Source: an optimization exercise on an open RTL-to-GDS flow (aim: small area). Production flows keep margins and buffers that such runs may drop. Function was checked by simulation only, so behaviour that the tests miss may differ from the original. Power is estimated from default activity; no workload was simulated.

--- flow/config.mk ---
export PLATFORM = sky130hd
export DESIGN_NAME = rgb2gray_uhd_4ppc
export DESIGN_NICKNAME = rgb2gray_uhd_4ppc
export VERILOG_FILES = /design/flow/design.v
export SDC_FILE = /design/flow/constraint.sdc
export NUM_CORES = 4
export LEC_CHECK = 0
export CAP_MARGIN = 20
export CORE_MARGIN = 2
export CORE_UTILIZATION = 40
export CTS_BUF_LIST = sky130_fd_sc_hd__clkbuf_16
export CTS_CLUSTER_DIAMETER = 80
export CTS_CLUSTER_SIZE = 25
export GPL_TIMING_DRIVEN = 0
export SLEW_MARGIN = 20
export SYNTH_HIERARCHICAL = 1
--- flow/constraint.sdc ---
create_clock -name core_clock -period 4.0 [get_ports {s_axis_video_aclk}]
set_input_delay 0.8000 -clock core_clock [delete_from_list [all_inputs] [get_ports {s_axis_video_aclk}]]
set_output_delay 0.8000 -clock core_clock [all_outputs]
set_load 0.01 [all_outputs]
--- flow/design.v ---
`timescale 1ns / 1ps
module Delay
#(
    parameter Width = 1,
    parameter Delay = 1
)
(
    input [Width-1:0]Input,
    input CLK_in,
    output [Width-1:0]Output
);
wire [Width-1:0]chain[Delay:0];
assign chain[0] = Input;
assign Output = chain[Delay];
genvar i;
generate
    for(i=0;i<Delay;i=i+1)
    begin
        register #(.Width(Width)) reg_i
        (
            .CLK_in(CLK_in),
            .d(chain[i]),
            .q(chain[i+1])
        );
    end
endgenerate
endmodule
module register
#(
    parameter Width=1
)
(
input CLK_in,
input [Width-1:0]d,
output [Width-1:0]q
);
reg [Width-1:0] val;
always @(posedge CLK_in)
begin
    val<=d;
end
assign q=val;
endmodule
`timescale 1ns / 1ps
module mult_R
(
    input CLK,
    input [7:0] A,
    output [15:0] P
);
reg [7:0] a_q;
reg [15:0] p_q1;
reg [15:0] p_q2;
always @(posedge CLK)
begin
    a_q <= A;
    p_q1 <= a_q * 16'd77;
    p_q2 <= p_q1;
end
assign P = p_q2;
endmodule
`timescale 1ns / 1ps
module mult_G
(
    input CLK,
    input [7:0] A,
    output [15:0] P
);
reg [7:0] a_q;
reg [15:0] p_q1;
reg [15:0] p_q2;
always @(posedge CLK)
begin
    a_q <= A;
    p_q1 <= a_q * 16'd150;
    p_q2 <= p_q1;
end
assign P = p_q2;
endmodule
`timescale 1ns / 1ps
module mult_B
(
    input CLK,
    input [7:0] A,
    output [15:0] P
);
reg [7:0] a_q;
reg [15:0] p_q1;
reg [15:0] p_q2;
always @(posedge CLK)
begin
    a_q <= A;
    p_q1 <= a_q * 16'd29;
    p_q2 <= p_q1;
end
assign P = p_q2;
endmodule
`timescale 1ns / 1ps
module adder_rgb2gray
(
    input [15:0] A,
    input [15:0] B,
    input CLK,
    output [15:0] S
);
reg [15:0] s_q1;
reg [15:0] s_q2;
always @(posedge CLK)
begin
    s_q1 <= A + B;
    s_q2 <= s_q1;
end
assign S = s_q2;
endmodule
`timescale 1ns / 1ps
module Delay_B
(
    input [15:0] Input,
    input CLK_in,
    output [15:0] Output
);
Delay #(.Width(16), .Delay(2)) inst
(
    .Input(Input),
    .CLK_in(CLK_in),
    .Output(Output)
);
endmodule
`timescale 1ns / 1ps
module Delay_RGB2GraySync
(
    input [2:0] Input,
    input CLK_in,
    output [2:0] Output
);
Delay #(.Width(3), .Delay(7)) inst
(
    .Input(Input),
    .CLK_in(CLK_in),
    .Output(Output)
);
endmodule
`timescale 1ns / 1ps
module rgb2gray_uhd_4ppc
(
    input [95:0] VIDEO_IN_tdata,
    input VIDEO_IN_tlast,
    output VIDEO_IN_tready,
    input VIDEO_IN_tuser,
    input VIDEO_IN_tvalid,
    input s_axis_video_aclk,
    output [31:0] VIDEO_OUT_tdata,
    output VIDEO_OUT_tlast,
    input VIDEO_OUT_tready,
    output VIDEO_OUT_tuser,
    output VIDEO_OUT_tvalid
);
wire [31:0] hx, hy;
wire [3:0] c8;
wire [31:0] gray;
reg [31:0] x1, y1;
reg [3:0] c1;
reg [2:0] s1;
reg [34:0] r2, r3, r4, r5, r6, r7;
genvar k;
generate
    for (k = 0; k < 4; k = k + 1)
    begin : px
        wire [7:0] a = VIDEO_IN_tdata[24*k+16+:8];
        wire [7:0] b = VIDEO_IN_tdata[24*k+8+:8];
        wire [7:0] c = VIDEO_IN_tdata[24*k+:8];
        wire hs1;
        wire hc2;
        wire fs3;
        wire fc4;
        wire fs5;
        wire fc6;
        wire hs7;
        wire hc8;
        wire fs9;
        wire fc10;
        wire fs11;
        wire fc12;
        wire hs13;
        wire hc14;
        wire fs15;
        wire fc16;
        wire fs17;
        wire fc18;
        wire fs19;
        wire fc20;
        wire fs21;
        wire fc22;
        wire fs23;
        wire fc24;
        wire fs25;
        wire fc26;
        wire fs27;
        wire fc28;
        wire fs29;
        wire fc30;
        wire hs31;
        wire hc32;
        wire fs33;
        wire fc34;
        wire fs35;
        wire fc36;
        wire fs37;
        wire fc38;
        wire fs39;
        wire fc40;
        wire fs41;
        wire fc42;
        wire fs43;
        wire fc44;
        wire fs45;
        wire fc46;
        wire fs47;
        wire fc48;
        wire fs49;
        wire fc50;
        wire fs51;
        wire fc52;
        wire fs53;
        wire fc54;
        wire fs55;
        wire fc56;
        wire fs57;
        wire fc58;
        wire fs59;
        wire fc60;
        wire fs61;
        wire fc62;
        wire fs63;
        wire fc64;
        wire hs65;
        wire hc66;
        wire fs67;
        wire fc68;
        wire fs69;
        wire fc70;
        wire fs71;
        wire fc72;
        wire fs73;
        wire fc74;
        wire fs75;
        wire fc76;
        wire fs77;
        wire fc78;
        wire fs79;
        wire fc80;
        wire fs81;
        wire fc82;
        wire fs83;
        wire fc84;
        wire fs85;
        wire fc86;
        wire fs87;
        wire fc88;
        wire fs89;
        wire fc90;
        wire fs91;
        wire fc92;
        wire fs93;
        wire fc94;
        wire fs95;
        wire fc96;
        wire fs97;
        wire fc98;
        wire hs99;
        wire hc100;
        wire fs101;
        wire fc102;
        wire fs103;
        wire fc104;
        wire fs105;
        wire fc106;
        wire fs107;
        wire fc108;
        wire fs109;
        wire fc110;
        wire fs111;
        wire fc112;
        wire fs113;
        wire fc114;
        wire fs115;
        wire fc116;
        wire fs117;
        wire fc118;
        wire fs119;
        wire fc120;
        wire hs121;
        wire hc122;
        wire fs123;
        wire fc124;
        wire fs125;
        wire fc126;
        wire fs127;
        wire fc128;
        wire fs129;
        wire fc130;
        wire fs131;
        wire fc132;
        wire fs133;
        wire fc134;
        wire fs135;
        wire fc136;
        wire fs137;
        wire fc138;
        wire fs139;
        wire fc140;
        wire fs141;
        wire fc142;
        wire fs143;
        wire fc144;
        wire fs145;
        wire fc146;
            rg_ha u2 (.a(a[4]), .b(a[2]), .s(hs1), .co(hc2));
            rg_fa u4 (.a(a[5]), .b(a[3]), .c(a[2]), .s(fs3), .co(fc4));
            rg_fa u6 (.a(a[6]), .b(a[4]), .c(a[3]), .s(fs5), .co(fc6));
            rg_ha u8 (.a(a[0]), .b(b[6]), .s(hs7), .co(hc8));
            rg_fa u10 (.a(a[7]), .b(a[5]), .c(a[4]), .s(fs9), .co(fc10));
            rg_fa u12 (.a(a[1]), .b(b[7]), .c(b[5]), .s(fs11), .co(fc12));
            rg_ha u14 (.a(b[4]), .b(b[3]), .s(hs13), .co(hc14));
            rg_fa u16 (.a(a[6]), .b(a[5]), .c(a[2]), .s(fs15), .co(fc16));
            rg_fa u18 (.a(b[6]), .b(b[5]), .c(b[4]), .s(fs17), .co(fc18));
            rg_fa u20 (.a(a[7]), .b(a[6]), .c(a[3]), .s(fs19), .co(fc20));
            rg_fa u22 (.a(a[3]), .b(a[1]), .c(a[0]), .s(fs21), .co(fc22));
            rg_fa u24 (.a(a[1]), .b(b[4]), .c(b[2]), .s(fs23), .co(fc24));
            rg_fa u26 (.a(b[1]), .b(b[0]), .c(c[3]), .s(fs25), .co(fc26));
            rg_fa u28 (.a(b[5]), .b(b[3]), .c(b[2]), .s(fs27), .co(fc28));
            rg_fa u30 (.a(b[1]), .b(c[4]), .c(c[3]), .s(fs29), .co(fc30));
            rg_ha u32 (.a(c[1]), .b(hc2), .s(hs31), .co(hc32));
            rg_fa u34 (.a(b[4]), .b(b[3]), .c(b[2]), .s(fs33), .co(fc34));
            rg_fa u36 (.a(c[5]), .b(c[4]), .c(c[2]), .s(fs35), .co(fc36));
            rg_fa u38 (.a(hs7), .b(fc4), .c(fs5), .s(fs37), .co(fc38));
            rg_fa u40 (.a(c[6]), .b(c[5]), .c(c[3]), .s(fs39), .co(fc40));
            rg_fa u42 (.a(c[0]), .b(hc8), .c(hs13), .s(fs41), .co(fc42));
            rg_fa u44 (.a(fc6), .b(fs9), .c(fs11), .s(fs43), .co(fc44));
            rg_fa u46 (.a(c[7]), .b(c[6]), .c(c[4]), .s(fs45), .co(fc46));
            rg_fa u48 (.a(c[1]), .b(hc14), .c(fc10), .s(fs47), .co(fc48));
            rg_fa u50 (.a(fc12), .b(fs15), .c(fs17), .s(fs49), .co(fc50));
            rg_fa u52 (.a(b[7]), .b(b[6]), .c(b[5]), .s(fs51), .co(fc52));
            rg_fa u54 (.a(c[7]), .b(c[5]), .c(c[2]), .s(fs53), .co(fc54));
            rg_fa u56 (.a(fc16), .b(fc18), .c(fs19), .s(fs55), .co(fc56));
            rg_fa u58 (.a(a[7]), .b(a[4]), .c(b[7]), .s(fs57), .co(fc58));
            rg_fa u60 (.a(b[6]), .b(c[6]), .c(c[3]), .s(fs59), .co(fc60));
            rg_fa u62 (.a(a[2]), .b(a[0]), .c(b[2]), .s(fs61), .co(fc62));
            rg_fa u64 (.a(b[3]), .b(b[1]), .c(b[0]), .s(fs63), .co(fc64));
            rg_ha u66 (.a(c[2]), .b(c[1]), .s(hs65), .co(hc66));
            rg_fa u68 (.a(c[2]), .b(c[0]), .c(hs1), .s(fs67), .co(fc68));
            rg_fa u70 (.a(fc22), .b(fs23), .c(fs25), .s(fs69), .co(fc70));
            rg_fa u72 (.a(fc24), .b(fc26), .c(fs27), .s(fs71), .co(fc72));
            rg_fa u74 (.a(fs29), .b(hs31), .c(fs3), .s(fs73), .co(fc74));
            rg_fa u76 (.a(hc32), .b(fc28), .c(fc30), .s(fs75), .co(fc76));
            rg_fa u78 (.a(fs33), .b(fs35), .c(fs37), .s(fs77), .co(fc78));
            rg_fa u80 (.a(fc34), .b(fc36), .c(fs39), .s(fs79), .co(fc80));
            rg_fa u82 (.a(fs41), .b(fc38), .c(fs43), .s(fs81), .co(fc82));
            rg_fa u84 (.a(fc40), .b(fs45), .c(fc42), .s(fs83), .co(fc84));
            rg_fa u86 (.a(fc44), .b(fs47), .c(fs49), .s(fs85), .co(fc86));
            rg_fa u88 (.a(fc46), .b(fs51), .c(fs53), .s(fs87), .co(fc88));
            rg_fa u90 (.a(fc48), .b(fc50), .c(fs55), .s(fs89), .co(fc90));
            rg_fa u92 (.a(fc52), .b(fc54), .c(fc20), .s(fs91), .co(fc92));
            rg_fa u94 (.a(fs57), .b(fs59), .c(fc56), .s(fs93), .co(fc94));
            rg_fa u96 (.a(a[5]), .b(b[7]), .c(c[7]), .s(fs95), .co(fc96));
            rg_fa u98 (.a(c[4]), .b(fc58), .c(fc60), .s(fs97), .co(fc98));
            rg_ha u100 (.a(b[0]), .b(c[1]), .s(hs99), .co(hc100));
            rg_fa u102 (.a(hs65), .b(fc62), .c(fs63), .s(fs101), .co(fc102));
            rg_fa u104 (.a(hc66), .b(fc64), .c(fs67), .s(fs103), .co(fc104));
            rg_fa u106 (.a(fc68), .b(fc70), .c(fs71), .s(fs105), .co(fc106));
            rg_fa u108 (.a(fc72), .b(fc74), .c(fs75), .s(fs107), .co(fc108));
            rg_fa u110 (.a(fc76), .b(fs79), .c(fc78), .s(fs109), .co(fc110));
            rg_fa u112 (.a(fc80), .b(fs83), .c(fc82), .s(fs111), .co(fc112));
            rg_fa u114 (.a(fs87), .b(fc84), .c(fc86), .s(fs113), .co(fc114));
            rg_fa u116 (.a(fc88), .b(fs91), .c(fc90), .s(fs115), .co(fc116));
            rg_fa u118 (.a(fs95), .b(fc92), .c(fs97), .s(fs117), .co(fc118));
            rg_fa u120 (.a(a[6]), .b(c[5]), .c(fc96), .s(fs119), .co(fc120));
            rg_ha u122 (.a(a[1]), .b(b[1]), .s(hs121), .co(hc122));
            rg_fa u124 (.a(c[0]), .b(hs99), .c(fs61), .s(fs123), .co(fc124));
            rg_fa u126 (.a(hc100), .b(fs21), .c(fs101), .s(fs125), .co(fc126));
            rg_fa u128 (.a(fc102), .b(fs69), .c(fs103), .s(fs127), .co(fc128));
            rg_fa u130 (.a(fs73), .b(fc104), .c(fs105), .s(fs129), .co(fc130));
            rg_fa u132 (.a(fc106), .b(fs107), .c(fs77), .s(fs131), .co(fc132));
            rg_fa u134 (.a(fc108), .b(fs81), .c(fs109), .s(fs133), .co(fc134));
            rg_fa u136 (.a(fs85), .b(fc110), .c(fs111), .s(fs135), .co(fc136));
            rg_fa u138 (.a(fs89), .b(fc112), .c(fs113), .s(fs137), .co(fc138));
            rg_fa u140 (.a(fs93), .b(fc114), .c(fs115), .s(fs139), .co(fc140));
            rg_fa u142 (.a(fc94), .b(fs117), .c(fc116), .s(fs141), .co(fc142));
            rg_fa u144 (.a(fc98), .b(fs119), .c(fc118), .s(fs143), .co(fc144));
            rg_fa u146 (.a(a[7]), .b(c[6]), .c(fc120), .s(fs145), .co(fc146));
        wire [8:0] lc;
        assign lc[0] = 1'b0;
        assign lc[1] = (a[0] & b[0]) | (lc[0] & (a[0] | b[0]));
        rg_maj m1 (.a(c[0]), .b(hs121), .c(lc[1]), .y(lc[2]));
        rg_maj m2 (.a(hc122), .b(fs123), .c(lc[2]), .y(lc[3]));
        rg_maj m3 (.a(fc124), .b(fs125), .c(lc[3]), .y(lc[4]));
        rg_maj m4 (.a(fc126), .b(fs127), .c(lc[4]), .y(lc[5]));
        rg_maj m5 (.a(fc128), .b(fs129), .c(lc[5]), .y(lc[6]));
        assign lc[7] = (fc130 & fs131) | (lc[6] & (fc130 | fs131));
        assign lc[8] = (fc132 & fs133) | (lc[7] & (fc132 | fs133));
        assign c8[k] = lc[8];
        assign hx[8*k+:8] = {1'b0, c[7], fs145, fs143, fc140, fc138, fc136, fc134};
        assign hy[8*k+:8] = {1'b0, fc146, fc144, fc142, fs141, fs139, fs137, fs135};
        wire [8:0] rc;
        assign rc[0] = c1[k];
        rg_fa f2_0 (.a(x1[8*k+0]), .b(y1[8*k+0]), .c(rc[0]), .s(gray[8*k+0]), .co(rc[1]));
        rg_fa f2_1 (.a(x1[8*k+1]), .b(y1[8*k+1]), .c(rc[1]), .s(gray[8*k+1]), .co(rc[2]));
        rg_fa f2_2 (.a(x1[8*k+2]), .b(y1[8*k+2]), .c(rc[2]), .s(gray[8*k+2]), .co(rc[3]));
        rg_fa f2_3 (.a(x1[8*k+3]), .b(y1[8*k+3]), .c(rc[3]), .s(gray[8*k+3]), .co(rc[4]));
        rg_fa f2_4 (.a(x1[8*k+4]), .b(y1[8*k+4]), .c(rc[4]), .s(gray[8*k+4]), .co(rc[5]));
        rg_fa f2_5 (.a(x1[8*k+5]), .b(y1[8*k+5]), .c(rc[5]), .s(gray[8*k+5]), .co(rc[6]));
        rg_fa f2_6 (.a(x1[8*k+6]), .b(y1[8*k+6]), .c(rc[6]), .s(gray[8*k+6]), .co(rc[7]));
        assign gray[8*k+7] = rc[7];
    end
endgenerate
always @(posedge s_axis_video_aclk)
begin
    x1 <= hx;
    y1 <= hy;
    c1 <= c8;
    s1 <= {VIDEO_IN_tlast, VIDEO_IN_tuser, VIDEO_IN_tvalid};
    r2 <= {s1, gray};
    r3 <= r2;
    r4 <= r3;
    r5 <= r4;
    r6 <= r5;
    r7 <= r6;
end
assign VIDEO_OUT_tdata = r7[31:0];
assign {VIDEO_OUT_tlast, VIDEO_OUT_tuser, VIDEO_OUT_tvalid} = r7[34:32];
assign VIDEO_IN_tready = VIDEO_OUT_tready;
endmodule
module rg_fa (input a, input b, input c, output s, output co);
assign s = a ^ b ^ c;
assign co = (a & b) | (a & c) | (b & c);
endmodule
module rg_maj (input a, input b, input c, output y);
assign y = (a & b) | (a & c) | (b & c);
endmodule
module rg_ha (input a, input b, output s, output co);
assign s = a ^ b;
assign co = a & b;
endmodule
--- flow/flow/run.sh ---
#!/bin/bash
# Standard layout, with plain buf_1 cells as the port buffers and a clock tree
# without dummy loads and with a small root buffer.
set -euo pipefail
export BUFFER_PORTS_ARGS="-buffer_cell sky130_fd_sc_hd__buf_1"
export CTS_ARGS="-sink_clustering_enable -repair_clock_nets -sink_clustering_size 20 -sink_clustering_max_diameter 60 -buf_list {sky130_fd_sc_hd__clkbuf_8 sky130_fd_sc_hd__clkbuf_16} -sink_clustering_buffer sky130_fd_sc_hd__clkbuf_8 -root_buf sky130_fd_sc_hd__clkbuf_4 -dont_use_dummy_load"
bash standard.sh > standard.log 2>&1
--- flow/standard.sh ---
#!/bin/bash
# synth_recipe.tcl (not shown) runs the flow's synth.tcl, then flattens the netlist and writes it again
# the make line also repeats each setting of config.mk as NAME=value (left out here)
make -C /OpenROAD-flow-scripts/flow DESIGN_CONFIG=/design/flow/config.mk WORK_HOME=/design/flow/orfs CLKGATE_MAP_FILE= SYNTH_SCRIPT=/design/flow/synth_recipe.tcl "${@:-finish}"
==> results of run 1 <==
## metal layers
metal	up-vias	GRT usage (%)	part of all wire, %
met3	32	2.577	5.0
met1	2724	15.92	43
met2	97	20.43	50
met4	4	2.824	2.1
met5	-	0	0.16
li1	2283	-	-
## final cells by class
cell class              count  share of cell area [%]
diodes                      1                 0.01888
plain buffers               1                 0.05665
clock buffers              20                   1.935
multi-input cells         360                   49.24
flip-flops and latches    273                   41.24
well taps                 390                   3.682
repair buffers            135                   3.824
## power groups by stage
stage | Sequential (W) | Combinational (W) | Clock [W]
2_1_floorplan | 0.00450 | 0.00193 | 0
3_3_place_gp | 0.00448 | 0.00282 | 0
3_5_place_dp | 0.00451 | 0.00286 | 0
4_1_cts | 0.00444 | 0.00286 | 0.00123
5_1_grt | 0.00455 | 0.00335 | 0.00133
6_report | 0.00441 | 0.00274 | 0.00115
## Yosys stat by module, one instance, submodules excluded
module             cells inside  area, um^2  copies in the design
rg_fa                         1       20.02                   292
rgb2gray_uhd_4ppc           294        5578                     1
rg_maj                        1       11.26                    20
rg_ha                         1       12.51                    28
## worst register-to-register path: stages (launching register included)
cell and delay, ns:
dfxtp_1 0.33, fa_1 0.43, fa_1 0.38, fa_1 0.39, fa_1 0.39, fa_1 0.38, fa_1 0.39, fa_1 0.43
## state kept, by name, summed over array words and instances (netlist names), 4 cells and up
signal / cells
r5: 35
r6: 35
x1: 28
r7: 35
y1: 28
r3: 35
r4: 35
r2: 35
c1: 4
## worst paths after layout
path,start,endpoint,slack [ns]
worst max register to register,x1[16],r2[22],0.73
worst min-delay path,r2[18],r3[18],0.29
worst min register to register,r2[18],r3[18],0.29
worst max-delay path,x1[16],r2[22],0.73
## cells in the mapped netlist (all sizes together)
library cell  instances
and2                  4
o22ai                 4
o21ai                 4
a21oi                 4
maj3                 20
nand2                 4
buf                   1
dfxtp               273
ha                   28
fa                  292
## kinds of logic (layout without fill, tap and decap cells)
family / after synthesis / after routing / synth area share [%]
buffers and inverters: 1 / 156 / 0.06259
other: 0 / 1 / 0
AOI/OAI and AO/OA: 12 / 12 / 0.5422
and+or+nand+nor: 8 / 8 / 0.3336
adders and majority gates: 340 / 340 / 53.51
DFF: 273 / 273 / 45.55
## per-stage QoR
stage | util [%] | std cells | hold slack [ns] | area [um^2]
2_1_floorplan | - | 634 | 0.3096 | 12000
3_3_place_gp | 43.96 | 1159 | 0.3097 | 12990
3_5_place_dp | 43.96 | 1159 | 0.3121 | 12990
4_1_cts | 44.83 | 1179 | 0.2035 | 13250
5_1_grt | 44.83 | 1180 | 0.2228 | 13250
6_report | 44.83 | 1180 | 0.2941 | 13250
## placed cells by master (no fill, tap or decap), drive strengths merged
cell and instances:
maj3 20, fa 292, diode 1, and2 4, o21ai 4, a21oi 4, o22ai 4, nand2 4
clkbuf 20, ha 28, buf 136, dfxtp 273
==> metrics.md, run 1 <==
| Metric | Value |
|---|---|
| Worst-path clk slew | `about 0.11 ns` |
| Int Pwr | `0.005818 W` |
| Leakage | `5.088 nW` |
| CP Max Fanout | `1` |
| Slowest CP cell | `fa_1` |
| CTS H-tree depth | `1` |
| Arr. time, crit path | `3.75 ns` |
| Setup_tns | `0 ns` |
| Global placer's final weighted congestion | `a little under 0.8` |
| Peak Freq | `between 0.3 and 0.4 GHz` |
| RSZ-0062 raised after global routing | `false` |
| Worst Reg-to-Reg Cells | `7` |
| Design Power | `roughly 0.0083 W` |
| Most used cell, CP | `fa_1` |
| Power per cell area | `about 630 nW/um^2` |
| Sequential Area | `~5500 um^2` |
| Number of global-route vias before repair | `slightly above 6000` |
| Vias per inst | `roughly 4.4` |
| NetSw | `0.002478 W` |
| Top cell type's share of synthesized area | `between 40% and 50%` |
| Wire per inst | `between 10 and 15 um` |
| Syn Nets | `roughly 1100` |
| Final ANT Viol Nets | `0` |
| Worst clock skew | `about 0.058 ns` |
| Initial antenna violation count | `3` |
| Status | `no timing/DRC/antenna violations` |
| Max stage delay on crit path | `around 0.43 ns` |
| CP Depth | `7` |
| #FFs+latches synth | `273` |
| Die H | `approximately 180 um` |
| Ports | `about 140` |
| Clock power share | `~14%` |
| Fin crit period | `roughly 3.3 ns` |
| Row count | `63` |
| Worst Setup Slack, final | `about 0.73 ns` |
| Clock root buffer | `clkbuf_4` |
| Least-Margin Pin Slew | `around 0.43 ns` |
| Startpoint types | `flop` |
| Critical path class | `flop to flop` |
| Max-slew headroom | `71.03%` |
| Largest net degree at the start of global routing | `21` |
| CP cell instances | `fa_1, fa_1, fa_1, fa_1, fa_1, fa_1, fa_1` |
| Global-route wire length before repair | `between 20000 and 30000 um` |
| Pins Over Slew Limit | `0` |
| Post-CTS sizing | `0` |
| Clock latency on the worst-skew pair | `about 0.63 ns` |
| Post-CTS setup buffer count | `0` |
| Synth cell types | `10` |
| Multi-input logic area | `6526 um^2` |
| Worst-case clock buffer depth | `3` |
| Fillers | `2660` |
| MaxCap Viol Count | `0` |
| Largest area contributor in the netlist | `fa_1` |
| Hold_buf cts | `0` |
| # nets final | `1212` |
| GRT overflow | `0` |
| Tightest Hold Check Type | `flop to flop` |
| Average size of a mapped cell | `18.93 um^2` |
| Endpoints failing setup | `0` |
| Final worst-path cycle share | `around four fifths` |
| Critical path buffers and inverters | `0` |
| CP endpoint kind | `flop` |
| Total track usage | `12.05%` |
| # clock sinks | `roughly 270` |
| Drt initial violations | `172` |
| Layout cells sized above 1 | `roughly 5.2%` |
| Die Footprint | `between 30000 and 40000 um^2` |
| Critical path data required time | `~4.5 ns` |
| VDD IR max | `0.3896 mV` |
| Net Sw Frac | `29.87%` |
| Effective utilization at floorplan | `roughly two fifths` |
| Sequential fraction of design power | `between 50% and 60%` |
| DP Worst Slack | `0.1627 ns` |
| Die Width | `approximately 180 um` |
| Final hold violation count | `0` |
| Core area | `roughly 30000 um^2` |
| TritonCTS Buffers | `20` |
| Yosys warns | `7` |
| Port buffer count | `approximately 140` |
| Register area share after synthesis | `between 40 and 50%` |
| Largest cells by area after synthesis | `fa_1 49%, dfxtp_1 46%, ha_1 2.9%` |
| DRT Pass-1 Iters | `6` |
| Post-DP HPWL | `~15000 um` |
| Combinational Power Share | `33.0%` |
| Hold path cells | `0` |
| Routed WL | `between 15000 and 20000 um` |
| DR vias | `roughly 5100` |
| Cells after Synth | `between 600 and 700` |
| Synthesized area | `12000 um^2` |
| CP top delay family | `adder cells` |
| Area growth, synth to finish | `10.45%` |
| CTS tree | `built` |
| # DRC | `0` |
==> run 2, diff against run 1 <==
--- a/flow/config.mk
+++ b/flow/config.mk
@@ -7,10 +7,7 @@
 export LEC_CHECK = 0
 export CAP_MARGIN = 20
 export CORE_MARGIN = 2
-export CORE_UTILIZATION = 40
-export CTS_BUF_LIST = sky130_fd_sc_hd__clkbuf_16
-export CTS_CLUSTER_DIAMETER = 80
-export CTS_CLUSTER_SIZE = 25
+export CORE_UTILIZATION = 75
 export GPL_TIMING_DRIVEN = 0
 export SLEW_MARGIN = 20
 export SYNTH_HIERARCHICAL = 1
==> run 2 against run 1 <==
Worst setup slack lost 0.080 ns. Clock power shrank 4%. Synthesized cell count is the same. Highest routed layer is now met4. Cell area shrank 1.9%. Global-route usage grew 14 points. Cell count shrank 15%. Count of clock-buffer cells in the layout shrank 2. Clock skew grew 0.0022 ns. Combinational power grew 8.8%. Still clean. Sequential share of layout area grew 0.79 points. Largest power group unchanged. Non-clock buffer count is the same.
==> metrics.md, run 2 <==
| Metric | Value |
|---|---|
| Status | `no timing/DRC/antenna violations` |
| Min Hold Slack | `around 0.27 ns` |
| Row count | `46` |
| Largest net degree at the start of global routing | `21` |
| Synthesized area | `around 12000 um^2` |
| Max layer used | `met4` |
| Power per cell area | `around 660 nW/um^2` |
| Critical path data required time | `~4.5 ns` |
| Setup_tns | `0 ns` |
| Port buffer count | `around 140` |
| # DRC | `0` |
| Area growth, synth to finish | `8.384%` |
| Yosys warns | `7` |
| # nets final | `roughly 1200` |
| WL met3 | `between 900 and 1000 um` |
| RSZ-0062 raised after global routing | `false` |
| Average size of a mapped cell | `approximately 19 um^2` |
| Total track usage | `about 26%` |
| Die Width | `130.5 um` |
| Fin crit period | `roughly 3.3 ns` |
| GRT overflow | `0` |
| Layout cells sized above 1 | `a little under 5%` |
| Endpoints failing setup | `0` |
| Synth cell types | `10` |
| VDD IR max | `0.4072 mV` |
| Largest area contributor in the netlist | `fa_1` |
| Diodes inserted | `0` |
| Die Footprint | `roughly 17000 um^2` |
| CP cell instances | `buf_1, fa_1, fa_1, fa_1, maj3_2, maj3_2, maj3_2, a21oi_1, o21ai_1` |
| Global placer's final weighted congestion | `~0.9` |
| Slowest CP cell | `fa_1` |
| Number of global-route vias before repair | `approximately 6600` |
| Largest cells by area after synthesis | `fa_1 49%, dfxtp_1 46%, ha_1 2.9%` |
| CP endpoint kind | `flop` |
| Post-DP HPWL | `between 15000 and 20000 um` |
| Tightest Hold Check Type | `input port to flop` |
| Cells after DPL | `roughly 990` |
| Wire per inst | `approximately 20 um` |
| Util after Layout | `between 80% and 90%` |
| Peak Freq | `roughly 0.30 GHz` |
| CTS H-tree depth | `1` |
| Multi-input logic area | `about 6500 um^2` |
| Worst-case clock buffer depth | `3` |
| Design Power | `about 0.0086 W` |
| Initial antenna violation count | `0` |
| Routed WL | `approximately 20000 um` |
| Top cell type's share of synthesized area | `about half` |
| Final ANT Viol Nets | `0` |
| DRT met1 WL | `6741 um` |
| MaxCap Viol Count | `0` |
| Clock latency on the worst-skew pair | `about 0.62 ns` |
| CTS tree | `built` |
| TritonCTS Buffers | `18` |
| Effective utilization at floorplan | `76.09%` |
| Fin cells | `approximately 1000` |
| Worst clock skew | `between 0.06 and 0.07 ns` |
| Top FF cell, synth | `dfxtp_1` |
| Final worst-path cycle share | `83.74%` |
| Fillers | `between 800 and 900` |
| Cells after Synth | `roughly 630` |
| Most common cell after layout, fill and taps aside | `fa_1` |
| Max-slew headroom | `69.98%` |
| Drt initial violations | `roughly 230` |
| Vias per inst | `about 5.4` |
| Startpoint types | `input port` |
| Wire length on met2 | `between 10000 and 15000 um` |
| Reg-to-reg slack, setup | `roughly 0.7 ns` |
| Hold_buf cts | `0` |
| Leakage | `roughly 5.1 nW` |
| Register area share after synthesis | `45.55%` |
| DRT Pass-1 Iters | `4` |
| Ports | `approximately 140` |
| Syn Nets | `about 1100` |
| Most common cell in the synthesized netlist | `fa_1` |
| Clock root buffer | `clkbuf_4` |
| # clock sinks | `around 270` |
| Core area | `between 15000 and 20000 um^2` |
| Post-CTS sizing | `0` |
| DR vias | `between 5000 and 6000` |
| Arr. time, crit path | `3.87 ns` |
| FFs w/ async S/R, synth | `0%` |
| Least-Margin Pin Slew | `roughly 0.45 ns` |
| Number of synthesized flops with an enable pin | `0` |
| Post-CTS setup buffer count | `0` |
| Die H | `about 130 um` |
| Commonest cells post-synth | `292 x fa_1, 273 x dfxtp_1, 28 x ha_1, 20 x maj3_2` |
| CP Max Fanout | `4` |
| Most frequent cells in the layout | `292 x fa_1, 273 x dfxtp_1, 135 x buf_1` |
| Sequential Area | `approximately 5500 um^2` |
| Critical path class | `input port to flop` |
| Pins Over Slew Limit | `0` |
| Final hold violation count | `0` |
| #FFs+latches synth | `273` |
| Global-route wire length before repair | `31780 um` |
| Max stage delay on crit path | `around 0.59 ns` |
| Worst-path clk slew | `0.10 ns` |
run 2: cell counts after synthesis:
No cell type changed its count.
run 2: cell families (layout without fill, tap and decap cells):
family	after synthesis	count (layout)	share of synthesized area (%)
DFF	273	273	45.55
AOI/OAI and AO/OA	12	12	0.5422
adders and majority gates	340	340	53.51
and+or+nand+nor	8	8	0.3336
buffers and inverters	1	154	0.06259
run 2: cell type report:
type / count / share of cell area, %
sequential: 273 / 42.02
timing repair buffer: 135 / 3.896
clock buffer: 18 / 1.761
multi-input combinational: 360 / 50.18
tap: 216 / 2.078
buffer: 1 / 0.05773
run 2: power breakdown:
part | total, W | leakage (nW) | internal [W] | switching, W
logic | 0.00298 | 2.65 | 0.00142 | 0.00156
registers | 0.00447 | 2.30 | 0.00408 | 0.000395
clock network | 0.00110 | 0.122 | 0.000371 | 0.000731
run 2: per-stage QoR:
step,area (um^2),worst slack [ns]
after detailed placement,12780,0.1411
after global placement,12780,0.2005
after global routing,13010,0.5738
final,13010,0.6503
after floorplan,12000,0.6013
after CTS,13010,0.6421
run 2: worst paths after layout:
kind / from / endpoint / depth (start not counted)
setup / recovery: VIDEO_IN_tdata[81] / c1[3] / 9
setup reg to reg: x1[8] / r2[14] / 7
hold / removal: VIDEO_IN_tuser / s1[1] / 1
hold reg to reg: r3[1] / r4[1] / 0
run 2: per-module statistics from Yosys (local to each module, per instance):
module	times used	cells
rg_ha	28	1
rg_maj	20	1
rgb2gray_uhd_4ppc	1	294
rg_fa	292	1
run 2: critical path, delay by kind of cell:
kind | cells | cell delay (ns)
AOI/OAI and AO/OA | 2 | 0.24
buffers and inverters | 1 | 0.28
adders and majority gates | 6 | 2.53
run 2: per-layer routing:
metal	GRT usage [%]	up-vias
met5	0	-
li1	-	2279
met2	48.01	205
met4	10.51	0
met3	4.357	67
met1	29.39	2881
==> run 3, diff against run 2 <==
--- a/flow/config.mk
+++ b/flow/config.mk
@@ -7,7 +7,7 @@
 export LEC_CHECK = 0
 export CAP_MARGIN = 20
 export CORE_MARGIN = 2
-export CORE_UTILIZATION = 75
+export CORE_UTILIZATION = 60
 export GPL_TIMING_DRIVEN = 0
 export SLEW_MARGIN = 20
 export SYNTH_HIERARCHICAL = 1
==> run 3 against run 2 <==
Still clean. Die area rose by 24%. Non-clock buffer count did not move. Synthesized cell count did not move. Worst setup slack improved by 0.099 ns. Combinational power fell by 7.0%. Via count fell by 6.0%. Sequential power fell by 0.9%. Critical path depth fell by 2. Total power fell by 3.3%. Global-route usage fell by 7.8 points. Synthesized area did not move. Highest routed layer unchanged.
==> metrics.md, run 3 <==
| Metric | Value |
|---|---|
| RR Endpoint | `r2[6]` |
| Most frequent cells in the layout | `292 x fa_1, 273 x dfxtp_1, 135 x buf_1` |
| Critical path data required time | `about 4.5 ns` |
| Net Sw Frac | `a little under a third` |
| Ports | `approximately 140` |
| Average size of a mapped cell | `~19 um^2` |
| Worst-case clock buffer depth | `3` |
| FFs w/ async S/R, synth | `0%` |
| Worst-path clk slew | `about 0.1 ns` |
| Routed WL | `about 17000 um` |
| Area growth, synth to finish | `8.895%` |
| Worst Reg-to-Reg Cells | `7` |
| Tightest Hold Check Type | `flop to flop` |
| Most common cell in the synthesized netlist | `fa_1` |
| Die Width | `between 100 and 150 um` |
| Core area | `slightly below 20000 um^2` |
| Arr. time, crit path | `3.74 ns` |
| Clock root buffer | `clkbuf_4` |
| Top cell type's share of synthesized area | `roughly half` |
| Worst clock skew | `approximately 0.043 ns` |
| Total track usage | `between 10% and 20%` |
| # DRC | `0` |
| Leakage | `slightly above 5 nW` |
| NetSw | `0.002483 W` |
| Commonest cells post-synth | `292 x fa_1, 273 x dfxtp_1, 28 x ha_1, 20 x maj3_2` |
| Startpoint types | `flop` |
| Top FF cell, synth | `dfxtp_1` |
| Int Pwr | `just under 0.006 W` |
| Hold_buf cts | `0` |
| Least-Margin Pin Slew | `roughly 0.44 ns` |
| Row count | `51` |
| Initial antenna violation count | `0` |
| DRT Pass-1 Iters | `4` |
| Number of synthesized flops with an enable pin | `0` |
| Wire per inst | `15.95 um` |
| Status | `no timing/DRC/antenna violations` |
| CP endpoint kind | `flop` |
| Pins Over Slew Limit | `0` |
| Setup_tns | `0 ns` |
| Number of global-route vias before repair | `about 6400` |
| Syn Nets | `approximately 1100` |
| Clock power share | `around 13%` |
| Combinational Power Share | `between 30% and 40%` |
| Synth cell types | `10` |
| Final hold violation count | `0` |
| #FFs+latches synth | `approximately 270` |
| Register area share after synthesis | `roughly 46%` |
| CTS H-tree depth | `1` |
| Sequential fraction of design power | `a little over half` |
| Most common cell after layout, fill and taps aside | `fa_1` |
| RSZ-0062 raised after global routing | `false` |
| Largest cells by area after synthesis | `fa_1 49%, dfxtp_1 46%, ha_1 2.9%` |
| GRT overflow | `0` |
| Port buffer count | `around 140` |
| Vias per inst | `a little under 5` |
| Largest net degree at the start of global routing | `21` |
| CTS tree | `built` |
| # clock sinks | `between 200 and 300` |
| MaxCap Viol Count | `0` |
| Global placer's final weighted congestion | `around 0.87` |
| Endpoints failing setup | `0` |
| Design Power | `~0.0083 W` |
| Power per cell area | `633.0 nW/um^2` |
| Max-slew headroom | `a little under three quarters` |
| Die Footprint | `approximately 21000 um^2` |
| Hold path cells | `0` |
| Clock latency on the worst-skew pair | `0.61 ns` |
| Drt initial violations | `approximately 120` |
| Global-route wire length before repair | `between 30000 and 40000 um` |
| Post-DP HPWL | `roughly 15000 um` |
| Synthesized area | `roughly 12000 um^2` |
| VDD IR max | `0.3586 mV` |
| DR vias | `5107` |
| Post-CTS setup buffer count | `0` |
| Yosys warns | `7` |
| Final ANT Viol Nets | `0` |
| Critical path class | `flop to flop` |
| Diodes inserted | `0` |
| Critical hold path startpoint | `r2[8]` |
| Reg-to-reg slack, setup | `0.75 ns` |
| Reg2reg start | `x1[0]` |
| Min Hold Slack | `about 0.32 ns` |
| Cells after Synth | `around 630` |
| CP Max Fanout | `1` |
| # nets final | `1210` |
| Post-CTS sizing | `0` |
| Final worst-path cycle share | `81.28%` |
| Peak Freq | `around 0.31 GHz` |
| Fin crit period | `about 3.3 ns` |
| Layout cells sized above 1 | `between 4 and 5%` |
| Largest area contributor in the netlist | `fa_1` |
| Effective utilization at floorplan | `61.45%` |
| Hold Crit Endpoint | `r3[8]` |
| TritonCTS Buffers | `18` |
| Die H | `145.4 um` |
-- run 3: cell families after synthesis --
kind of cell,count (synthesis),share of synthesized area [%]
adder cells (fa/ha/maj),340,53.51
flip-flops,273,45.55
AO/OA/AOI/OAI,12,0.5422
AND/OR/NAND/NOR,8,0.3336
buffers and inverters,1,0.06259
-- run 3: how the worst max path moves through the flow --
stage | from | endpoint | slack, ns | cells after the start
floorplan | VIDEO_IN_tdata[22] | c1[0] | 0.60 | 7
global placement | VIDEO_IN_tdata[57] | c1[2] | 0.21 | 9
detailed placement | VIDEO_IN_tdata[91] | c1[3] | 0.14 | 8
CTS | x1[0] | r2[6] | 0.71 | 7
global route | x1[16] | r2[22] | 0.61 | 7
finish | x1[0] | r2[6] | 0.75 | 7
-- run 3: layout make-up --
type                       instances  area (um^2)
tap                              265        331.6
multi-input combinational        360         6526
sequential                       273         5465
buffer                             1        7.507
fill                            1414         6460
timing repair buffer             135        506.7
clock buffer                      18        229.0
-- run 3: metrics by stage --
stage / std cells / worst slack, ns / cell area, um^2 / utilization [%]
finish: 1052 / 0.7490 / 13070 / 66.92
global route: 1052 / 0.6134 / 13070 / 66.92
CTS: 1052 / 0.7065 / 13070 / 66.92
detailed placement: 1034 / 0.1361 / 12840 / 65.74
global placement: 1034 / 0.2132 / 12840 / 65.74
floorplan: 634 / 0.6013 / 12000 / -
-- run 3: routing by layer --
layer  up-vias  wire (um)  global-route usage, %
li1       2279          -                      -
met1      2714       6849                  23.71
met2        95       9060                  32.04
met3        19        626                  2.853
met4         0        240                  2.990
met5         -          0                      0
-- run 3: worst max-delay path: stages, from the launching register on --
cell	delay, ns
dfxtp_1	0.33
fa_1	0.43
fa_1	0.38
fa_1	0.39
fa_1	0.39
fa_1	0.38
fa_1	0.38
fa_1	0.44
-- run 3: power by group through the flow --
stage	registers [W]	logic, W	clock network, W
2_1_floorplan	0.00450	0.00193	0
3_3_place_gp	0.00448	0.00279	0
3_5_place_dp	0.00453	0.00287	0
4_1_cts	0.00447	0.00288	0.00113
5_1_grt	0.00458	0.00335	0.00123
6_report	0.00443	0.00277	0.00107
-- run 3: modules after synthesis (local to each module, per instance) --
module	cell area (um^2)	cells	flops+latches	times used
rg_maj	11.26	1	0	20
rg_fa	20.02	1	0	292
rg_ha	12.51	1	0	28
rgb2gray_uhd_4ppc	5578	294	273	1
==> run 4, diff against run 3 <==
==> flow/flow/run.sh (replaced) <==
#!/bin/bash
# Standard layout, with plain buf_1 cells as the port buffers and a clock tree
# without dummy loads and with a small root buffer.
set -euo pipefail
export BUFFER_PORTS_ARGS="-buffer_cell sky130_fd_sc_hd__buf_1"
export CTS_ARGS="-sink_clustering_enable -repair_clock_nets -sink_clustering_size 16 -sink_clustering_max_diameter 50 -buf_list {sky130_fd_sc_hd__clkbuf_8 sky130_fd_sc_hd__clkbuf_16} -sink_clustering_buffer sky130_fd_sc_hd__clkbuf_8 -root_buf sky130_fd_sc_hd__clkbuf_4 -dont_use_dummy_load"
bash standard.sh > standard.log 2>&1
--- a/flow/config.mk
+++ b/flow/config.mk
@@ -7,7 +7,10 @@
 export LEC_CHECK = 0
 export CAP_MARGIN = 20
 export CORE_MARGIN = 2
-export CORE_UTILIZATION = 60
+export CORE_UTILIZATION = 40
+export CTS_BUF_LIST = sky130_fd_sc_hd__clkbuf_16
+export CTS_CLUSTER_DIAMETER = 80
+export CTS_CLUSTER_SIZE = 25
 export GPL_TIMING_DRIVEN = 0
 export SLEW_MARGIN = 20
 export SYNTH_HIERARCHICAL = 1
==> run 4 against run 3 <==
Routed wire length increased by 1.5%. Die area is 48% higher. Highest routed layer is now met5. Global-route usage is 5.8 points lower.
==> metrics.md, run 4 <==
| Metric | Value |
|---|---|
| Status | `no timing/DRC/antenna violations` |
| Startpoint types | `flop` |
| Cells after Synth | `around 630` |
| Post-CTS setup buffer count | `0` |
| Die Footprint | `about 31000 um^2` |
| Critical hold path startpoint | `VIDEO_IN_tvalid` |
| Multi-input logic area | `between 6000 and 7000 um^2` |
| Worst-path clk slew | `0.09 ns` |
| TritonCTS Buffers | `26` |
| Fin crit period | `around 3.2 ns` |
| Final worst-path cycle share | `roughly four fifths` |
| Endpoints failing setup | `0` |
| Tightest Hold Check Type | `input port to flop` |
| Hold_buf cts | `0` |
| Min Hold Slack | `about 0.26 ns` |
| Clock root buffer | `clkbuf_4` |
| DR vias | `around 5200` |
| Peak Freq | `roughly 0.31 GHz` |
| Wire per inst | `~14 um` |
| Syn Nets | `1055` |
| Largest area contributor in the netlist | `fa_1` |
| Ports | `about 140` |
| Effective utilization at floorplan | `just over 40%` |
| Reg-to-reg slack, setup | `0.76 ns` |
| Hold path cells | `1` |
| Net Sw Frac | `roughly 30%` |
| FFs w/ async S/R, synth | `0%` |
| Critical path class | `flop to flop` |
| Layout cells sized above 1 | `between 5 and 6%` |
| Worst clock skew | `approximately 0.057 ns` |
| Post-DP HPWL | `around 15000 um` |
| Setup_tns | `0 ns` |
| Fillers | `about 2700` |
| Critical Path Source | `x1[24]` |
| Port buffer count | `about 140` |
| Combinational Power Share | `between 30% and 40%` |
| Int Pwr | `0.005947 W` |
| # nets final | `1218` |
| Critical path data required time | `about 4.5 ns` |
| CP endpoint kind | `flop` |
| Row count | `63` |
| Largest cells by area after synthesis | `fa_1 49%, dfxtp_1 46%, ha_1 2.9%` |
| Sequential Area | `approximately 5500 um^2` |
| Worst-case clock buffer depth | `3` |
| Least-Margin Pin Slew | `0.4345 ns` |
| Drt initial violations | `approximately 140` |
| Global placer's final weighted congestion | `between 0.7 and 0.8` |
| Number of global-route vias before repair | `6109` |
| RSZ-0062 raised after global routing | `false` |
| GRT overflow | `0` |
| Clock power share | `around 15%` |
| Hold Crit Endpoint | `s1[0]` |
| Top FF cell, synth | `dfxtp_1` |
| #FFs+latches synth | `approximately 270` |
| Leakage | `around 5.1 nW` |
| CTS tree | `built` |
| Commonest cells post-synth | `292 x fa_1, 273 x dfxtp_1, 28 x ha_1, 20 x maj3_2` |
| RR Endpoint | `r2[30]` |
| Reg2reg start | `x1[24]` |
| Final ANT Viol Nets | `0` |
| NetSw | `0.002502 W` |
| Most common cell after layout, fill and taps aside | `fa_1` |
| Sequential fraction of design power | `a little over half` |
| DRT Pass-1 Iters | `4` |
| Clock latency on the worst-skew pair | `about 0.63 ns` |
| # DRC | `0` |
| Final hold violation count | `0` |
| CP Max Fanout | `1` |
| Area growth, synth to finish | `11.16%` |
| Synth cell types | `10` |
| Die Width | `around 180 um` |
| # clock sinks | `273` |
| VDD IR max | `just under 0.4 mV` |
| Core area | `29560 um^2` |
| Initial antenna violation count | `4` |
| Pins Over Slew Limit | `0` |
| CTS H-tree depth | `1` |
| Most common cell in the synthesized netlist | `fa_1` |
| Most frequent cells in the layout | `292 x fa_1, 273 x dfxtp_1, 135 x buf_1` |
| Register area share after synthesis | `45.55%` |
| Synthesized area | `12000 um^2` |
| Max-slew headroom | `a little under three quarters` |
| Global-route wire length before repair | `just under 30000 um` |
| Top cell type's share of synthesized area | `about half` |
| Power per cell area | `approximately 630 nW/um^2` |
| Largest net degree at the start of global routing | `17` |
| Post-CTS sizing | `0` |
| Number of synthesized flops with an enable pin | `0` |
| MaxCap Viol Count | `0` |
| Arr. time, crit path | `3.76 ns` |
| Average size of a mapped cell | `around 19 um^2` |
| Yosys warns | `7` |
| Vias per inst | `4.355` |
| Worst Reg-to-Reg Cells | `7` |
| Routed WL | `roughly 17000 um` |
| Die H | `177.2 um` |
| Total track usage | `about an eighth` |
-- run 4: changes by cell type in the layout (fill, tap and decap cells not counted), sizes merged --
| cell | previous run | this run |
|---|---|---|
| clkbuf | 18 | 26 |
| diode | 0 | 2 |
-- run 4: layer usage --
metal / GRT usage, % / up-vias / wire [um]
met5: 0 / - / 41
met4: 2.652 / 6 / 257
met3: 3.200 / 24 / 1038
met2: 20.38 / 108 / 8446
met1: 15.68 / 2735 / 7248
li1: - / 2296 / -
-- run 4: cell families (layout without fill, tap and decap cells) --
kind of cell,count (synthesis),count (layout),synth area share [%]
adder cells (fa/ha/maj),340,340,53.51
flip-flops,273,273,45.55
AO/OA/AOI/OAI,12,12,0.5422
AND/OR/NAND/NOR,8,8,0.3336
buffers and inverters,1,162,0.06259
other,0,2,0
-- run 4: per-module statistics from Yosys (local to each module, per instance) --
module,flops+latches,copies in the design
rg_fa,0,292
rgb2gray_uhd_4ppc,273,1
rg_maj,0,20
rg_ha,0,28
-- run 4: worst max-delay path by stage --
| stage | end |
|---|---|
| final | r2[30] |
| after detailed placement | c1[0] |
| after floorplan | c1[0] |
| after CTS | r2[30] |
| after global placement | c1[3] |
| after global routing | r2[30] |
-- run 4: final cells by class --
cell class / count / share of cell area (%)
sequential: 273 / 40.98
antenna: 2 / 0.03752
tap: 390 / 3.659
buffer: 1 / 0.05629
timing repair buffer: 135 / 3.799
multi-input combinational: 360 / 48.93
clock buffer: 26 / 2.542
-- run 4: worst max-delay path: stages, from the launching register on --
cell and delay (ns):
dfxtp_1 0.33, fa_1 0.43, fa_1 0.39, fa_1 0.39
fa_1 0.38, fa_1 0.39, fa_1 0.39, fa_1 0.44
-- run 4: power by group through the flow --
stage          Clock [W]  Combinational, W  Sequential [W]
2_1_floorplan          0           0.00193         0.00450
3_3_place_gp           0           0.00282         0.00448
3_5_place_dp           0           0.00286         0.00451
4_1_cts          0.00139           0.00286         0.00444
5_1_grt          0.00149           0.00335         0.00455
6_report         0.00129           0.00274         0.00441
-- run 4: through the flow --
step | worst slack (ns) | area (um^2) | utilization (%) | power (W) | cells
floorplan | 0.6013 | 12000 | - | 0.006430 | 634
global placement | 0.1857 | 12990 | 43.96 | 0.007299 | 1159
detailed placement | 0.1627 | 12990 | 43.96 | 0.007367 | 1159
CTS | 0.7235 | 13330 | 45.10 | 0.008697 | 1185
global route | 0.6429 | 13340 | 45.12 | 0.009396 | 1187
finish | 0.7564 | 13340 | 45.12 | 0.008449 | 1187
==> run 5, diff against run 4 <==
==> flow/flow/run.sh (replaced) <==
#!/bin/bash
# Standard layout, with plain buf_1 cells as the port buffers and a clock tree
# without dummy loads and with a small root buffer.
set -euo pipefail
export BUFFER_PORTS_ARGS="-buffer_cell sky130_fd_sc_hd__buf_1"
export CTS_ARGS="-sink_clustering_enable -repair_clock_nets -sink_clustering_size 10 -sink_clustering_max_diameter 40 -buf_list {sky130_fd_sc_hd__clkbuf_8 sky130_fd_sc_hd__clkbuf_16} -sink_clustering_buffer sky130_fd_sc_hd__clkbuf_4 -root_buf sky130_fd_sc_hd__clkbuf_4 -dont_use_dummy_load"
bash standard.sh > standard.log 2>&1
==> run 5 against run 4 <==
Still clean. Sequential share of layout area is 0.17 points higher. Clock power is 7% lower. Cell area decreased by 0.42%. Synthesized cell count unchanged. Global-route usage is 0.13 points higher. Via count grew 1.7%. Worst hold slack gained 0.025 ns. Worst setup slack worse by 0.015 ns. Sequential power is essentially flat. Cell count increased by 0.93%. First-iteration DRC count increased by 1.4%. Critical path type unchanged. Highest routed layer unchanged.
==> metrics.md, run 5 <==
| Metric | Value |
|---|---|
| Status | `no timing/DRC/antenna violations` |
| Vias per inst | `roughly 4.4` |
| CP Max Fanout | `1` |
| # clock sinks | `around 270` |
| Pins Over Slew Limit | `0` |
| Most used cell, CP | `fa_1` |
| Synth cell types | `10` |
| Largest area contributor in the netlist | `fa_1` |
| Register area share after synthesis | `45.55%` |
| Arr. time, crit path | `roughly 3.8 ns` |
| FFs w/ async S/R, synth | `0%` |
| Post-CTS setup buffer count | `0` |
| Number of synthesized flops with an enable pin | `0` |
| DRT Pass-1 Iters | `6` |
| CP cell instances | `fa_1, fa_1, fa_1, fa_1, fa_1, fa_1, fa_1` |
| Ports | `approximately 140` |
| Commonest cells post-synth | `292 x fa_1, 273 x dfxtp_1, 28 x ha_1, 20 x maj3_2` |
| Most common cell in the synthesized netlist | `fa_1` |
| Net Sw Frac | `between 30 and 40%` |
| Layout cells sized above 1 | `~7.3%` |
| Row count | `63` |
| Peak Freq | `0.3068 GHz` |
| Average size of a mapped cell | `around 19 um^2` |
| Most frequent cells in the layout | `292 x fa_1, 273 x dfxtp_1, 135 x buf_1` |
| Top cell type's share of synthesized area | `between 40% and 50%` |
| Top FF cell, synth | `dfxtp_1` |
| Final worst-path cycle share | `81.47%` |
| Worst-case clock buffer depth | `3` |
| Max-slew headroom | `a little under three quarters` |
| Die Footprint | `between 30000 and 40000 um^2` |
| MaxCap Viol Count | `0` |
| Largest cells by area after synthesis | `fa_1 49%, dfxtp_1 46%, ha_1 2.9%` |
| # DRC | `0` |
| Max stage delay on crit path | `roughly 0.44 ns` |
| GRT overflow | `0` |
| Combinational Power Share | `about 33%` |
| Total track usage | `12.20%` |
| Sequential fraction of design power | `52.8%` |
| Critical path data required time | `4.49 ns` |
| Int Pwr | `about 0.0058 W` |
| Hold_buf cts | `0` |
| Power per cell area | `~630 nW/um^2` |
| Startpoint types | `flop` |
| Least-Margin Pin Slew | `about 0.43 ns` |
| Area growth, synth to finish | `10.69%` |
| Clock power share | `between 10 and 15%` |
| Synthesized area | `roughly 12000 um^2` |
| Final ANT Viol Nets | `0` |
| Setup_tns | `0 ns` |
| #FFs+latches synth | `around 270` |
| Post-DP HPWL | `about 15000 um` |
| Critical path class | `flop to flop` |
| Most common cell after layout, fill and taps aside | `fa_1` |
| Die H | `between 150 and 200 um` |
| VDD IR max | `roughly 0.4 mV` |
| Largest net degree at the start of global routing | `11` |
| Effective utilization at floorplan | `between 40% and 50%` |
| Die Width | `around 180 um` |
| Fin crit period | `roughly 3.3 ns` |
| Worst-path clk slew | `~0.1 ns` |
| Global placer's final weighted congestion | `0.7932` |
| Drt initial violations | `146` |
| Endpoints failing setup | `0` |
| Clock latency on the worst-skew pair | `a little under 0.6 ns` |
| CP endpoint kind | `flop` |
| # nets final | `approximately 1200` |
| Slowest CP cell | `fa_1` |
| NetSw | `~0.0025 W` |
| Tightest Hold Check Type | `flop to flop` |
| Final hold violation count | `0` |
| Initial antenna violation count | `4` |
| Syn Nets | `between 1000 and 1500` |
| Number of global-route vias before repair | `6243` |
| CTS H-tree depth | `2` |
| Cells after DPL | `approximately 1200` |
| Min Hold Slack | `roughly 0.29 ns` |
| Global-route wire length before repair | `roughly 30000 um` |
| Wire per inst | `roughly 14 um` |
| Cells after Synth | `around 630` |
| Post-CTS sizing | `0` |
| Yosys warns | `7` |
| Leakage | `approximately 5.1 nW` |
| Core area | `around 30000 um^2` |
| Worst clock skew | `0.05529 ns` |
| Routed WL | `17060 um` |
| RSZ-0062 raised after global routing | `false` |
| CTS tree | `built` |
| DR vias | `5255` |
| TritonCTS Buffers | `38` |
| Clock root buffer | `clkbuf_4` |
| Fin cells | `between 1000 and 1500` |
| Port buffer count | `135` |
==> run 5: cell counts after synthesis <==
No cell type changed its count.
==> run 5: critical path, delay by kind of cell (launching register included) <==
kind                     cells  cell delay [ns]
adder cells (fa/ha/maj)      7             2.81
flip-flops                   1             0.33
==> run 5: area by class of cell <==
| type | instances | area (um^2) |
|---|---|---|
| Clock buffer | 38 | 285.3 |
| Antenna cell | 1 | 2.502 |
| Fill cell | 2670 | 16280 |
| Timing Repair Buffer | 135 | 506.7 |
| Buffer | 1 | 7.507 |
| Sequential cell | 273 | 5465 |
| Multi-Input combinational cell | 360 | 6526 |
| Tap cell | 390 | 488.0 |
==> run 5: final timing paths <==
check	startpoint	to	slack (ns)	depth (start not counted)
min reg2reg	s1[0]	r2[32]	0.29	0
max	x1[0]	r2[6]	0.74	7
max reg2reg	x1[0]	r2[6]	0.74	7
min	s1[0]	r2[32]	0.29	0
==> run 5: stage by stage <==
step           power, W  util, %  setup slack (ns)  instance area (um^2)
2_1_floorplan  0.006430        -            0.6013                 12000
3_3_place_gp   0.007299    43.96            0.1857                 12990
3_5_place_dp   0.007367    43.96            0.1627                 12990
4_1_cts        0.008601    44.92            0.7030                 13280
5_1_grt        0.009303    44.93            0.6361                 13280
6_report       0.008351    44.93            0.7411                 13280
==> run 5: kinds of logic (layout without fill, tap and decap cells) <==
kind of cell / Yosys count / count (layout) / share of synthesized area [%]
AND/OR/NAND/NOR: 8 / 8 / 0.3336
adder cells (fa/ha/maj): 340 / 340 / 53.51
AO/OA/AOI/OAI: 12 / 12 / 0.5422
flip-flops: 273 / 273 / 45.55
buffers and inverters: 1 / 174 / 0.06259
other: 0 / 1 / 0
==> run 5: modules after synthesis, one instance, submodules excluded <==
module,area (um^2),cells,times used,flip-flops and latches
rg_fa,20.02,1,292,0
rgb2gray_uhd_4ppc,5578,294,1,273
rg_ha,12.51,1,28,0
rg_maj,11.26,1,20,0
==> run 5: routing by layer <==
| metal | global-route usage, % | up-vias | share of wire [%] |
|---|---|---|---|
| met3 | 3.265 | 35 | 5.8 |
| met1 | 15.56 | 2769 | 42 |
| met5 | 0 | - | 0.24 |
| li1 | - | 2334 | - |
| met2 | 20.40 | 111 | 50 |
| met4 | 3.753 | 6 | 2.0 |
==> run 5: power by group through the flow <==
stage | Sequential [W] | Clock, W | Combinational [W]
after CTS | 0.00444 | 0.00129 | 0.00286
after floorplan | 0.00450 | 0 | 0.00193
final | 0.00441 | 0.00120 | 0.00274
after detailed placement | 0.00451 | 0 | 0.00286
after global routing | 0.00455 | 0.00140 | 0.00335
after global placement | 0.00448 | 0 | 0.00282
==> run 6, diff against run 5 <==
==> flow/flow/run.sh (replaced) <==
#!/bin/bash
# Standard layout, with plain buf_1 cells as the port buffers and a clock tree
# without dummy loads and with a small root buffer.
set -euo pipefail
export BUFFER_PORTS_ARGS="-buffer_cell sky130_fd_sc_hd__buf_1"
export CTS_ARGS="-sink_clustering_enable -repair_clock_nets -sink_clustering_size 12 -sink_clustering_max_diameter 45 -buf_list {sky130_fd_sc_hd__clkbuf_8 sky130_fd_sc_hd__clkbuf_16} -sink_clustering_buffer sky130_fd_sc_hd__clkbuf_4 -root_buf sky130_fd_sc_hd__clkbuf_4 -dont_use_dummy_load"
bash standard.sh > standard.log 2>&1
==> run 6 against run 5 <==
Sequential cell count unchanged. Non-clock buffer count unchanged. Cell count decreased by 0.58%. Maximum frequency increased by 0.38%. Still clean. Critical path type unchanged. Synthesized cell count unchanged. Worst setup slack improved by 0.012 ns. Combinational power about the same. Critical endpoint is now r2[30].
==> metrics.md, run 6 <==
| Metric | Value |
|---|---|
| Status | `no timing/DRC/antenna violations` |
| Die Footprint | `around 31000 um^2` |
| Power per cell area | `roughly 620 nW/um^2` |
| Pins Over Slew Limit | `0` |
| Peak Freq | `0.3080 GHz` |
| Worst-case clock buffer depth | `3` |
| Util after Layout | `44.75%` |
| Top FF cell, synth | `dfxtp_1` |
| Number of global-route vias before repair | `between 6000 and 7000` |
| Most common cell in the synthesized netlist | `fa_1` |
| # nets final | `1223` |
| Vias per inst | `between 4 and 5` |
| Initial antenna violation count | `4` |
| Die Width | `177.2 um` |
| # clock sinks | `273` |
| Core area | `between 20000 and 30000 um^2` |
| CTS H-tree depth | `1` |
| Worst-path clk slew | `0.11 ns` |
| Register area share after synthesis | `45.55%` |
| Commonest cells post-synth | `292 x fa_1, 273 x dfxtp_1, 28 x ha_1, 20 x maj3_2` |
| # DRC | `0` |
| FFs w/ async S/R, synth | `0%` |
| Critical path class | `flop to flop` |
| Sequential fraction of design power | `a little over half` |
| CP endpoint kind | `flop` |
| Fillers | `roughly 2700` |
| Tightest Hold Check Type | `input port to flop` |
| GRT overflow | `0` |
| Endpoints failing setup | `0` |
| Effective utilization at floorplan | `40.59%` |
| Fin cells | `between 1000 and 1500` |
| Combinational Power Share | `33.3%` |
| Least-Margin Pin Slew | `~0.43 ns` |
| Int Pwr | `~0.0058 W` |
| CP Max Fanout | `1` |
| Post-CTS sizing | `0` |
| Ports | `between 100 and 150` |
| Syn Nets | `between 1000 and 1500` |
| Post-place instance area | `between 10000 and 15000 um^2` |
| Fin crit period | `3.247 ns` |
| Cells after Synth | `between 600 and 700` |
| Most frequent cells in the layout | `292 x fa_1, 273 x dfxtp_1, 135 x buf_1` |
| Arr. time, crit path | `roughly 3.8 ns` |
| Synthesized area | `12000 um^2` |
| Largest cells by area after synthesis | `fa_1 49%, dfxtp_1 46%, ha_1 2.9%` |
| Hold Crit Endpoint | `s1[2]` |
| Cells after DPL | `between 1000 and 1500` |
| Worst Reg-to-Reg Cells | `7` |
| Clock power share | `a little over an eighth` |
| CTS tree | `built` |
| Leakage | `between 5 and 6 nW` |
| Reg2reg start | `x1[24]` |
| Post-DP HPWL | `about 15000 um` |
| Wire per inst | `~14 um` |
| Drt initial violations | `roughly 160` |
| Number of synthesized flops with an enable pin | `0` |
| MaxCap Viol Count | `0` |
| RR Endpoint | `r2[30]` |
| Post-CTS setup buffer count | `0` |
| Reg-to-reg slack, setup | `about 0.75 ns` |
| Worst clock skew | `~0.067 ns` |
| Final hold violation count | `0` |
| Synth cell types | `10` |
| Net Sw Frac | `30.10%` |
| Largest net degree at the start of global routing | `16` |
| DRT Pass-1 Iters | `4` |
| Clock latency on the worst-skew pair | `between 0.6 and 0.7 ns` |
| Hold path cells | `1` |
| Final ANT Viol Nets | `0` |
| Average size of a mapped cell | `18.93 um^2` |
| DR vias | `~5200` |
| Largest area contributor in the netlist | `fa_1` |
| NetSw | `about 0.0025 W` |
| Yosys warns | `7` |
| Row count | `63` |
| Global placer's final weighted congestion | `approximately 0.79` |
| Port buffer count | `135` |
| #FFs+latches synth | `between 200 and 300` |
| Final instance area | `roughly 13000 um^2` |
| Critical path data required time | `between 4 and 5 ns` |
| RSZ-0062 raised after global routing | `false` |
| Area growth, synth to finish | `10.25%` |
| Clock root buffer | `clkbuf_4` |
| Final worst-path cycle share | `81.16%` |
| VDD IR max | `roughly 0.4 mV` |
| TritonCTS Buffers | `31` |
| Hold_buf cts | `0` |
| Routed WL | `around 17000 um` |
| Max-slew headroom | `between 70% and 80%` |
| Global-route wire length before repair | `between 20000 and 30000 um` |
| Top cell type's share of synthesized area | `between 40% and 50%` |
| Layout cells sized above 1 | `between 6 and 7%` |
| Critical hold path startpoint | `VIDEO_IN_tlast` |
| Startpoint types | `flop` |
| Setup_tns | `0 ns` |
| Die H | `177.2 um` |
| Total track usage | `roughly 12%` |
| Most common cell after layout, fill and taps aside | `fa_1` |
## run 6: cell types whose count changed in the layout (fill, tap and decap cells not counted)
cell	previous run	this run
clkbuf_4	38	31
## run 6: metal layers
| layer | vias up | wire length [um] | track usage (%) |
|---|---|---|---|
| met3 | 30 | 1023 | 3.200 |
| met4 | 6 | 316 | 2.755 |
| li1 | 2313 | - | - |
| met5 | - | 41 | 0 |
| met1 | 2736 | 7191 | 15.60 |
| met2 | 108 | 8477 | 20.44 |
## run 6: logic make-up (layout without fill, tap and decap cells)
logic type / after synthesis / count (layout) / share of synthesized area (%)
fa+ha+maj: 340 / 340 / 53.51
flops: 273 / 273 / 45.55
compound gates: 12 / 12 / 0.5422
simple gates: 8 / 8 / 0.3336
buf+inv: 1 / 167 / 0.06259
other cells: 0 / 1 / 0
## run 6: area by class of cell
type,instances,area (um^2),share of cell area (%)
timing repair buffer,135,506.7,3.831
clock buffer,31,232.7,1.759
tap,390,488.0,3.689
antenna,1,2.502,0.01892
multi-input combinational,360,6526,49.33
buffer,1,7.507,0.05675
sequential,273,5465,41.31
## run 6: per-module statistics from Yosys, one instance, submodules excluded
module	flops+latches	copies in the design
rgb2gray_uhd_4ppc	273	1
rg_fa	0	292
rg_ha	0	28
rg_maj	0	20
## run 6: worst max path at each step
| stage | startpoint | end | cells after the start |
|---|---|---|---|
| floorplan | VIDEO_IN_tdata[22] | c1[0] | 7 |
| global placement | VIDEO_IN_tdata[81] | c1[3] | 9 |
| detailed placement | VIDEO_IN_tdata[9] | c1[0] | 9 |
| CTS | x1[24] | r2[30] | 7 |
| global route | x1[24] | r2[30] | 7 |
| finish | x1[24] | r2[30] | 7 |
## run 6: per-stage QoR
| step | power [W] | hold WS, ns | worst slack [ns] |
|---|---|---|---|
| floorplan | 0.006430 | 0.3096 | 0.6013 |
| global placement | 0.007299 | 0.3097 | 0.1857 |
| detailed placement | 0.007367 | 0.3121 | 0.1627 |
| CTS | 0.008493 | 0.1618 | 0.7218 |
| global route | 0.009189 | 0.1691 | 0.6343 |
| finish | 0.008240 | 0.2619 | 0.7535 |
## run 6: power groups by stage
stage	clock [W]	sequential (W)	combinational (W)
after floorplan	0	0.00450	0.00193
after global placement	0	0.00448	0.00282
after detailed placement	0	0.00451	0.00286
after CTS	0.00119	0.00444	0.00286
after global routing	0.00129	0.00455	0.00335
final	0.00109	0.00441	0.00274
## run 6: critical path: stages (launching register included)
cell	delay, ns
dfxtp_1	0.33
fa_1	0.43
fa_1	0.39
fa_1	0.38
fa_1	0.38
fa_1	0.39
fa_1	0.39
fa_1	0.44

## port drivers added, routing unchanged
Ports are ideal in the flow. The routed layouts listed here were re-timed in OpenROAD.
Step 1 assumes that a clkbuf_16 drives the clock port and a buf_2 every other input.
Step 2 moves the port delays by t, midway between the first and last clock arrival at a register: inputs arrive t later, outputs are due t later. That takes back most of the time a late clock gives input paths.
a / b / c = ideal / step 1 / step 2; a / b = the first two.
run	t (ns)	setup slack, ns	worst data-port slew with drivers (ns)
run 1	0.627	0.731 / 0.731 / 0.190	0.09
run 2	0.630	0.650 / 0.659 / 0.029	0.04
run 3	0.621	0.749 / 0.749 / 0.157	0.04
run 4	0.661	0.756 / 0.756 / 0.162	0.08
run 5	0.600	0.741 / 0.741 / 0.186	0.09
run 6	0.650	0.753 / 0.753 / 0.198	0.08
After both steps every run listed still meets setup and hold. For run 2, which loses most, drivers alone change the setup slack by +0.009 ns; drivers and shift together by -0.621 ns.
